Background: an optimization exercise with open tools, aiming at small area and a short achievable clock period. Do not read the settings as production practice.
In this exercise RTL edits were held to simulation tests only and were not proved equivalent to the original.

==> flow/design.v, too long to show whole: its modules and the start of the top module <==
// module butterfly_top_module_8_point: 1015 lines
// module add16_sk: 70 lines
module butterfly_top_module_8_point(
    input clk,
    input rst,
    input new_input_flag,
    input [15:0] input_real0,
    input [15:0] input_real1,
    input [15:0] input_real2,
    input [15:0] input_real3,
    input [15:0] input_real4,
    input [15:0] input_real5,
    input [15:0] input_real6,
    input [15:0] input_real7,
    input [15:0] input_imag0,
    input [15:0] input_imag1,
    input [15:0] input_imag2,
    input [15:0] input_imag3,
    input [15:0] input_imag4,
    input [15:0] input_imag5,
    input [15:0] input_imag6,
    input [15:0] input_imag7,
    output [15:0] output_real0,
    output [15:0] output_real1,
    output [15:0] output_real2,
    output [15:0] output_real3,
    output [15:0] output_real4,
    output [15:0] output_real5,
    output [15:0] output_real6,
    output [15:0] output_real7,
    output [15:0] output_imag0,
    output [15:0] output_imag1,
    output [15:0] output_imag2,
    output [15:0] output_imag3,
    output [15:0] output_imag4,
    output [15:0] output_imag5,
    output [15:0] output_imag6,
    output [15:0] output_imag7,
    output fft_ready_flag
);
  // ...
==> flow/run.sh <==
#!/bin/bash
# synth_recipe.tcl (not shown) runs the flow's synth.tcl, then flattens the netlist and writes it again
# the make line also repeats each setting of config.mk as NAME=value (left out here)
make -C /OpenROAD-flow-scripts/flow DESIGN_CONFIG=/design/flow/config.mk WORK_HOME=/design/flow/orfs CLKGATE_MAP_FILE= SYNTH_SCRIPT=/design/flow/synth_recipe.tcl finish
==> flow/config.mk <==
export PLATFORM = sky130hd
export DESIGN_NAME = butterfly_top_module_8_point
export DESIGN_NICKNAME = butterfly_top_module_8_point
export VERILOG_FILES = /design/flow/design.v
export SDC_FILE = /design/flow/constraint.sdc
export NUM_CORES = 4
export LEC_CHECK = 0
export CAP_MARGIN = 20
export CORE_MARGIN = 2
export CORE_UTILIZATION = 40
export SETUP_SLACK_MARGIN = 5
export SLEW_MARGIN = 20
==> flow/constraint.sdc <==
create_clock -name core_clock -period 10.0 [get_ports {clk}]
set_input_delay 2.0000 -clock core_clock [delete_from_list [all_inputs] [get_ports {clk}]]
set_output_delay 2.0000 -clock core_clock [all_outputs]
set_load 0.01 [all_outputs]
==> results.yml, run 1 <==
outcome:
  status: "complete, no violations"
logic_synthesis:
  synthesis.area_mm2: 0.06716
  synthCells: 7118
  synth_edf_count: 0
  synth.most_common_cell: "inv_1"
  synthArstFlopShare_pct: 0
layout:
  reg_top3: "d5_p2 (17), d7_p2 (17)"
  clk_share_pct: 4.074
  n_all_buffers: 531
  final_common_cell: "inv_1"
  design_area_mm2: 0.07894
sta:
  fin_skew_ps: 29.29
  rsz0062_at_grt: "true"
  finalMaxSlewViolations: 0
clock_tree:
  numClockSinks: 754
  clkTransAtPathRegs_ps: 60
  clkLatencyLatePin_ps: 710
detailed_routing:
  drtAntennaViolNets: 0
  wl_mm: 187.5
setup_path:
  crit_start: "l1_37i_1_p1[0]$_DFF_P_"
  crit_cells: 15
  path_buf_inv: 3
  cp_top_family: "adder cells"
  crit_chain: "inv_2 > ha_1 > inv_1 > fa_1 > fa_2 > buf_4 > fa_1 > ha_1 > o21ai_1 > o21bai_1 > o31a_1 > a41o_1 > o311ai_4 > or4b_1 > o311ai_1"
floorplanning:
  rows: 150
  die_y_um: 413.8
  core-area_mm2: 0.1670
placed_design:
  portBuffers: 515
min_path:
  hold_class: "reg -> reg"
==> run 2: changes to the inputs <==
--- a/flow/config.mk
+++ b/flow/config.mk
@@ -7,6 +7,6 @@
 export LEC_CHECK = 0
 export CAP_MARGIN = 20
 export CORE_MARGIN = 2
-export CORE_UTILIZATION = 40
+export CORE_UTILIZATION = 60
 export SETUP_SLACK_MARGIN = 5
 export SLEW_MARGIN = 20
==> run 2 against run 1 <==
First-iteration DRC count up 5.7%. Routed wire length decreased by 6.9%. Clock skew is 1.0 ps lower. Critical path depth unchanged. Clock-buffer cell count increased by 2. Register-to-register slack improved by 40 ps. Area after synthesis is the same. Die area fell by 33%. Flip-flop and latch count did not move. Fmax is 0.92% higher. Worst setup slack improved by 45 ps. Critical path type unchanged. Highest routed layer is now met4.
==> results.yml, run 2 <==
min_path:
  min_path_cells: 1
  holdCritStartpoint: "valid[0]$_SDFF_PP0_"
  min_to: "valid[1]$_SDFF_PP0_"
  hold_class: "reg -> reg"
floorplanning:
  die_area_mm2: 0.1146
  ios: 516
  core-area_mm2: 0.1108
  fp.dieW_um: 338.6
  rows: 122
  die_y_um: 338.6
  initial_core_util_pct: 60.60
placed_design:
  portBuffers: 515
  hpwl_mm: 149.6
  placed_cells: 9089
  place_worst_setup_slack_ps: 3710
  gp_congestion: 0.9696
logic_synthesis:
  synth.area.top_cells: "ha_1, dfxtp_1, fa_1"
  yosys.area.top_type: "ha_1"
  ys.flop_type: "dfxtp_1"
  syn-mean-instance-area_um2: 9.435
  yosysUniqueCellTypes: 77
  synth_top_cells_by_count: "inv_1, ha_1, dfxtp_1, fa_1, xnor2_1"
  synth.most_common_cell: "inv_1"
  synth_edf_count: 0
  synth_top_cell_area_share_pct: 24.14
  synthCells: 7118
  synthArstFlopShare_pct: 0
  yosysWarnings: 1
  ys_ff_latch: 754
  synthesis.area_mm2: 0.06716
  ys_seq_area_share_pct: 22.48
  syn_nets: 9231
grt:
  grt_pass1_vias: 49970
  grt_pass1_wl_mm: 272.1
  grt_overflow: 0
  grt_max_degree: 15
  grt_usage_pct: 30.42
  antenna_found_initial: 5
setup_path:
  crit_chain: "ha_1 > fa_1 > inv_1 > fa_1 > inv_1 > fa_2 > inv_1 > fa_2 > ha_1 > nor2b_1 > o31a_1 > o41ai_4 > nand2b_1 > fa_1 > xor2_1"
  cp_top_family: "adder cells"
  reg2reg_from: "d7_p2[3]$_DFF_P_"
  worstPathArrival_ps: 5450
  path_buf_inv: 3
  end_kind: "flop"
  path_max_fanout: 4
  ff2ff_path_depth: 15
  r2r-end: "y3r_p3[9]$_DFF_P_"
  cp_slowest_cell: "fa_2"
  critical_path_class: "reg -> reg"
  setup.worst_path.start_class: "flop"
  worstPathRequired_ps: 10570
  r2r_slack_ps: 5120
  crit_start: "d7_p2[3]$_DFF_P_"
  max_stage_delay_ps: 590
sta:
  max_slew_margin_pct: 48.66
  setup_viol: 0
  final.min_clock_period_ps: 4885
  fin_skew_ps: 28.28
  fin_crit_sh_pct: 48.85
  finalMaxSlewViolations: 0
  hold-worst-slack_ps: 443.2
  worst_slack_ps: 5115
  final_hold_viol_count: 0
  setup_tns_ps: 0
  worst_pin_slew_ps: 758.2
  clock.fmax_mhz: 204.7
  rsz0062_at_grt: "true"
clock_tree:
  cts.path.max_buffers: 3
  numClockSinks: 754
  cts_tree: "yes"
  root_buffer: "clkbuf_16"
  clkLatencyLatePin_ps: 700
  clkTransAtPathRegs_ps: 60
  htree_levels: 3
  cts_buffers: 90
job:
  max_cap_violations: 0
detailed_routing:
  remaining_drc_errors: 0
  wl_per_cell_um: 18.79
  first_iter_violations: 2238
  drtPass1Iterations: 5
  drtAntennaViolNets: 0
  viasPerCell: 5.164
  vias: 47990
  wl_mm: 174.6
layout:
  drive_gt1_share_pct: 5.781
  final_nets: 9839
  final_common_cell: "inv_1"
  fin_cells: 9292
  final_cell_mix: "inv_1, ha_1, dfxtp_1, fa_1, clkdlybuf4s50_1"
  reg_top3: "d5_p2 (17), d7_p2 (17)"
  area.growth.synth_to_final_pct: 16.04
outcome:
  status: "complete, no violations"
-- run 2: how the worst max path moves through the flow --
stage	endpoint	cells past startpoint
CTS	y1i_p3[9]$_DFF_P_	15
global route	y5i_p3[15]$_DFF_P_	18
global placement	l1_15i_0_p1[14]$_DFF_P_	14
floorplan	l1_37i_0_p1[9]$_DFF_P_	11
finish	y3r_p3[9]$_DFF_P_	15
detailed placement	l1_15i_0_p1[14]$_DFF_P_	14
-- run 2: routing by layer --
layer	vias up	global-route usage [%]	share of wire (%)
li1	23720	-	-
met1	22870	39.07	44
met2	1095	50.84	46
met3	300	3.819	4.5
met4	0	14.59	5.4
met5	-	0	0
-- run 2: area by class of cell --
| cell class | instances | area [µm²] |
|---|---|---|
| diodes | 2 | 5.005 |
| clock buffers | 121 | 2521 |
| clock inverters | 47 | 521.8 |
| fillers | 8724 | 32890 |
| inverters | 1926 | 7229 |
| multi-input cells | 4405 | 45210 |
| flip-flops and latches | 754 | 15170 |
| well taps | 1488 | 1862 |
| repair buffers | 549 | 5416 |
-- run 2: cells by family (layout without fill, tap and decap cells) --
family / Yosys count / count (layout) / share of synthesized area (%)
AOI/OAI and AO/OA: 1040 / 1040 / 10.99
xor gates and xnor gates: 536 / 536 / 6.990
adders and majority gates: 1854 / 1854 / 40.78
buffers and inverters: 1959 / 2643 / 11.08
DFF: 754 / 754 / 22.48
muxes: 1 / 1 / 0.01490
other: 0 / 2 / 0
and+or+nand+nor: 974 / 974 / 7.674
-- run 2: worst register-to-register path: stages, from the launching register on --
cell	delay (ps)
dfxtp_2	340
ha_1	330
fa_1	490
inv_1	50
fa_1	520
inv_1	50
fa_2	580
inv_1	80
fa_2	590
ha_1	230
nor2b_1	140
o31a_1	300
o41ai_4	320
nand2b_1	140
fa_1	450
xor2_1	170
-- run 2: timing repair --
| item | in CTS | in global routing |
|---|---|---|
| cloned | 0 | 0 |
| endpoints found under the hold margin | 0 | 0 |
| buffers inserted | 6 | 27 |
| hold buffers | 0 | 0 |
| resized for setup | 61 | 126 |
| endpoints found under the setup margin | 78 | 97 |
| pin swaps | 11 | 56 |
-- run 2: through the flow --
step	cell area, µm²	utilization (%)
floorplan	67160	-
global placement	73970	66.75
detailed placement	73970	66.75
CTS	77320	69.77
global route	77930	70.32
finish	77930	70.32
==> run 3: changes to the inputs <==
==> flow/flow/run.sh (new file) <==
#!/bin/bash
set -euo pipefail
bash standard.sh SETUP_SLACK_MARGIN=6.5 finish > standard_sh.log 2>&1
==> flow/standard.sh (new file) <==
#!/bin/bash
# synth_recipe.tcl (not shown) runs the flow's synth.tcl, then flattens the netlist and writes it again
# the make line also repeats each setting of config.mk as NAME=value (left out here)
make -C /OpenROAD-flow-scripts/flow DESIGN_CONFIG=/design/flow/config.mk WORK_HOME=/design/flow/orfs CLKGATE_MAP_FILE= SYNTH_SCRIPT=/design/flow/synth_recipe.tcl "${@:-finish}"
--- a/flow/config.mk
+++ b/flow/config.mk
@@ -7,6 +7,5 @@
 export LEC_CHECK = 0
 export CAP_MARGIN = 20
 export CORE_MARGIN = 2
-export CORE_UTILIZATION = 60
-export SETUP_SLACK_MARGIN = 5
+export CORE_UTILIZATION = 40
 export SLEW_MARGIN = 20
removed: flow/run.sh
==> run 3 against run 2 <==
Clock-buffer cell count down 2. Routed wire length increased by 16%. Highest routed layer is now met5.
==> results.yml, run 3 <==
sta:
  worst_pin_slew_ps: 741.4
  setup_tns_ps: 0
  finalMaxSlewViolations: 0
  setup_viol: 0
  rsz0062_at_grt: "true"
  final_hold_viol_count: 0
  fin_skew_ps: 34.37
  fin_crit_sh_pct: 46.96
  final.min_clock_period_ps: 4696
  clock.fmax_mhz: 213.0
  max_slew_margin_pct: 50.22
detailed_routing:
  viasPerCell: 4.815
  drtPass1Iterations: 5
  wl_per_cell_um: 19.61
  vias: 49750
  first_iter_violations: 2084
  remaining_drc_errors: 0
  drtAntennaViolNets: 0
  wl_mm: 202.6
layout:
  fin_util_pct: 52.10
  nFillCells: 15170
  final_cell_mix: "inv_1, ha_1, dfxtp_1, fa_1, dlygate4sd2_1"
  reg_top3: "d5_p2 (17), d7_p2 (17)"
  final_common_cell: "inv_1"
  final_nets: 10150
  fin_cells: 10330
  area.growth.synth_to_final_pct: 29.58
  drive_gt1_share_pct: 21.23
logic_synthesis:
  ys.flop_type: "dfxtp_1"
  yosys.area.top_type: "ha_1"
  synthArstFlopShare_pct: 0
  synth_top_cell_area_share_pct: 24.14
  yosysUniqueCellTypes: 77
  synthesis.area_mm2: 0.06716
  ys_seq_area_share_pct: 22.48
  synth.most_common_cell: "inv_1"
  synth.area.top_cells: "ha_1, dfxtp_1, fa_1"
  syn-mean-instance-area_um2: 9.435
  synthCells: 7118
  syn_nets: 9231
  synth_edf_count: 0
  ys_ff_latch: 754
  yosysWarnings: 1
  synth_top_cells_by_count: "inv_1, ha_1, dfxtp_1, fa_1, xnor2_1"
clock_tree:
  clkLatencyLatePin_ps: 720
  root_buffer: "clkbuf_16"
  htree_levels: 3
  cts_tree: "yes"
  numClockSinks: 754
  cts_hold_buf: 0
  cts_buffers: 93
  cts.path.max_buffers: 3
  clkTransAtPathRegs_ps: 70
setup_path:
  critical_path_class: "reg -> reg"
  worstPathRequired_ps: 10610
  path_max_fanout: 5
  worstPathArrival_ps: 5310
  end_kind: "flop"
  r2r-end: "s5_p2[13]$_DFF_P_"
  setup.worst_path.start_class: "flop"
  ff2ff_path_depth: 19
  r2r_slack_ps: 5300
  reg2reg_from: "l1_37i_1_p1[14]$_DFF_P_"
placed_design:
  hpwl_mm: 170.2
  placed_cells: 9805
  gp_congestion: 0.9349
  portBuffers: 515
floorplanning:
  ios: 516
  core-area_mm2: 0.1670
  rows: 150
  die_area_mm2: 0.1712
  die_y_um: 413.8
  initial_core_util_pct: 40.21
  fp.dieW_um: 413.8
job:
  max_cap_violations: 0
min_path:
  hold_class: "reg -> reg"
  min_path_cells: 1
  holdCritStartpoint: "valid[1]$_SDFF_PP0_"
  min_to: "valid[2]$_SDFF_PP0_"
grt:
  grt_overflow: 0
  grt_pass1_vias: 51730
  grt_usage_pct: 23.25
  grt_pass1_wl_mm: 300.7
  antenna_found_initial: 25
  grt_max_degree: 15
outcome:
  status: "complete, no violations"
run 3: what timing repair did:
item	in CTS	in global routing
gates resized for setup	1450	451
setup endpoints to repair	763	473
pin swaps	480	380
setup buffers	217	119
run 3: cells by family (layout without fill, tap and decap cells):
| kind of cell | count (synthesis) | in the layout | share of synthesized area, % |
|---|---|---|---|
| muxes | 1 | 1 | 0.01490 |
| DFF | 754 | 754 | 22.48 |
| adders and majority gates | 1854 | 1854 | 40.78 |
| and+or+nand+nor | 974 | 974 | 7.674 |
| xor gates and xnor gates | 536 | 536 | 6.990 |
| other | 0 | 18 | 0 |
| AOI/OAI and AO/OA | 1040 | 1040 | 10.99 |
| buffers and inverters | 1959 | 2951 | 11.08 |
run 3: final cells by class:
type | count | area, µm² | share of cell area, %
Clock inverter | 54 | 616.8 | 0.7088
Clock buffer | 119 | 2579 | 2.963
Tap cell | 2204 | 2758 | 3.169
Sequential cell | 754 | 15300 | 17.58
Inverter | 1926 | 7279 | 8.364
Multi-Input combinational cell | 4405 | 50740 | 58.30
Timing Repair Buffer | 852 | 7711 | 8.860
Antenna cell | 18 | 45.04 | 0.05176
run 3: stage by stage:
step / area [µm²] / hold slack [ps] / worst slack, ps
finish: 87030 / 446.0 / 5304
global route: 87020 / 456.5 / 5117
CTS: 84160 / 453.9 / 5269
detailed placement: 76200 / 432.7 / 4182
global placement: 76200 / 422.1 / 4184
floorplan: 68540 / 413.8 / 5464
run 3: worst max path at each step:
stage | from | to | slack (ps) | cells after the start
after floorplan | d7_p2[5]$_DFF_P_ | y3r_p3[9]$_DFF_P_ | 5460 | 15
after global placement | input_imag5[11] | l1_15i_0_p1[14]$_DFF_P_ | 4180 | 14
after detailed placement | input_imag5[11] | l1_15i_0_p1[15]$_DFF_P_ | 4180 | 14
after CTS | d7_p2[3]$_DFF_P_ | y3r_p3[15]$_DFF_P_ | 5270 | 17
after global routing | d7_p2[5]$_DFF_P_ | y3r_p3[15]$_DFF_P_ | 5120 | 17
final | l1_37i_1_p1[14]$_DFF_P_ | s5_p2[13]$_DFF_P_ | 5300 | 19
run 3: routing by layer:
layer	vias up	share of wire, %	global-route usage (%)
met4	6	4.9	11.20
met5	-	0.021	0
met2	918	49	40.06
met1	24230	43	28.90
li1	24330	-	-
met3	278	3.6	2.575
run 3: critical path, cell delays in order (launching register included):
cell,delay (ps)
dfxtp_4,380
nor4_2,50
nand4_1,180
nand2_2,120
buf_6,120
buf_6,100
fa_2,350
fa_2,420
a211oi_4,280
o21ai_2,100
a21oi_2,190
o21bai_1,120
fa_2,630
ha_4,250
inv_2,70
o21bai_1,80
a41o_1,270
o311ai_4,340
or4b_1,470
o311ai_1,90

## separate check: timing with driven ports
No port has a modelled driver above. Below, the same layouts with a new extraction and two added sets of constraints.
Step 1 sets driving cells, clkbuf_16 on the clock port and buf_2 on the other inputs (assumed; they add their load-dependent delay and slew).
Step 2 moves the port delays by t, midway between the first and last clock arrival at a register: inputs arrive t later, outputs are due t later. That takes back most of the time a late clock gives input paths.
Slacks: ideal / step 1 / step 2; pairs: ideal / step 1.
| run | t (ns) | setup WS [ns] | worst setup path after step 2 |
|---|---|---|---|
| run 1 | 0.769 | 5.071 / 5.071 / 4.406 | input to register |
| run 2 | 0.756 | 5.115 / 5.115 / 4.411 | input to register |
| run 3 | 0.786 | 5.304 / 5.304 / 4.979 | input to register |
After both steps every run listed still meets setup and hold. For run 2, which loses most, drivers alone change the setup slack by 0.000 ns; drivers and shift together by -0.704 ns.
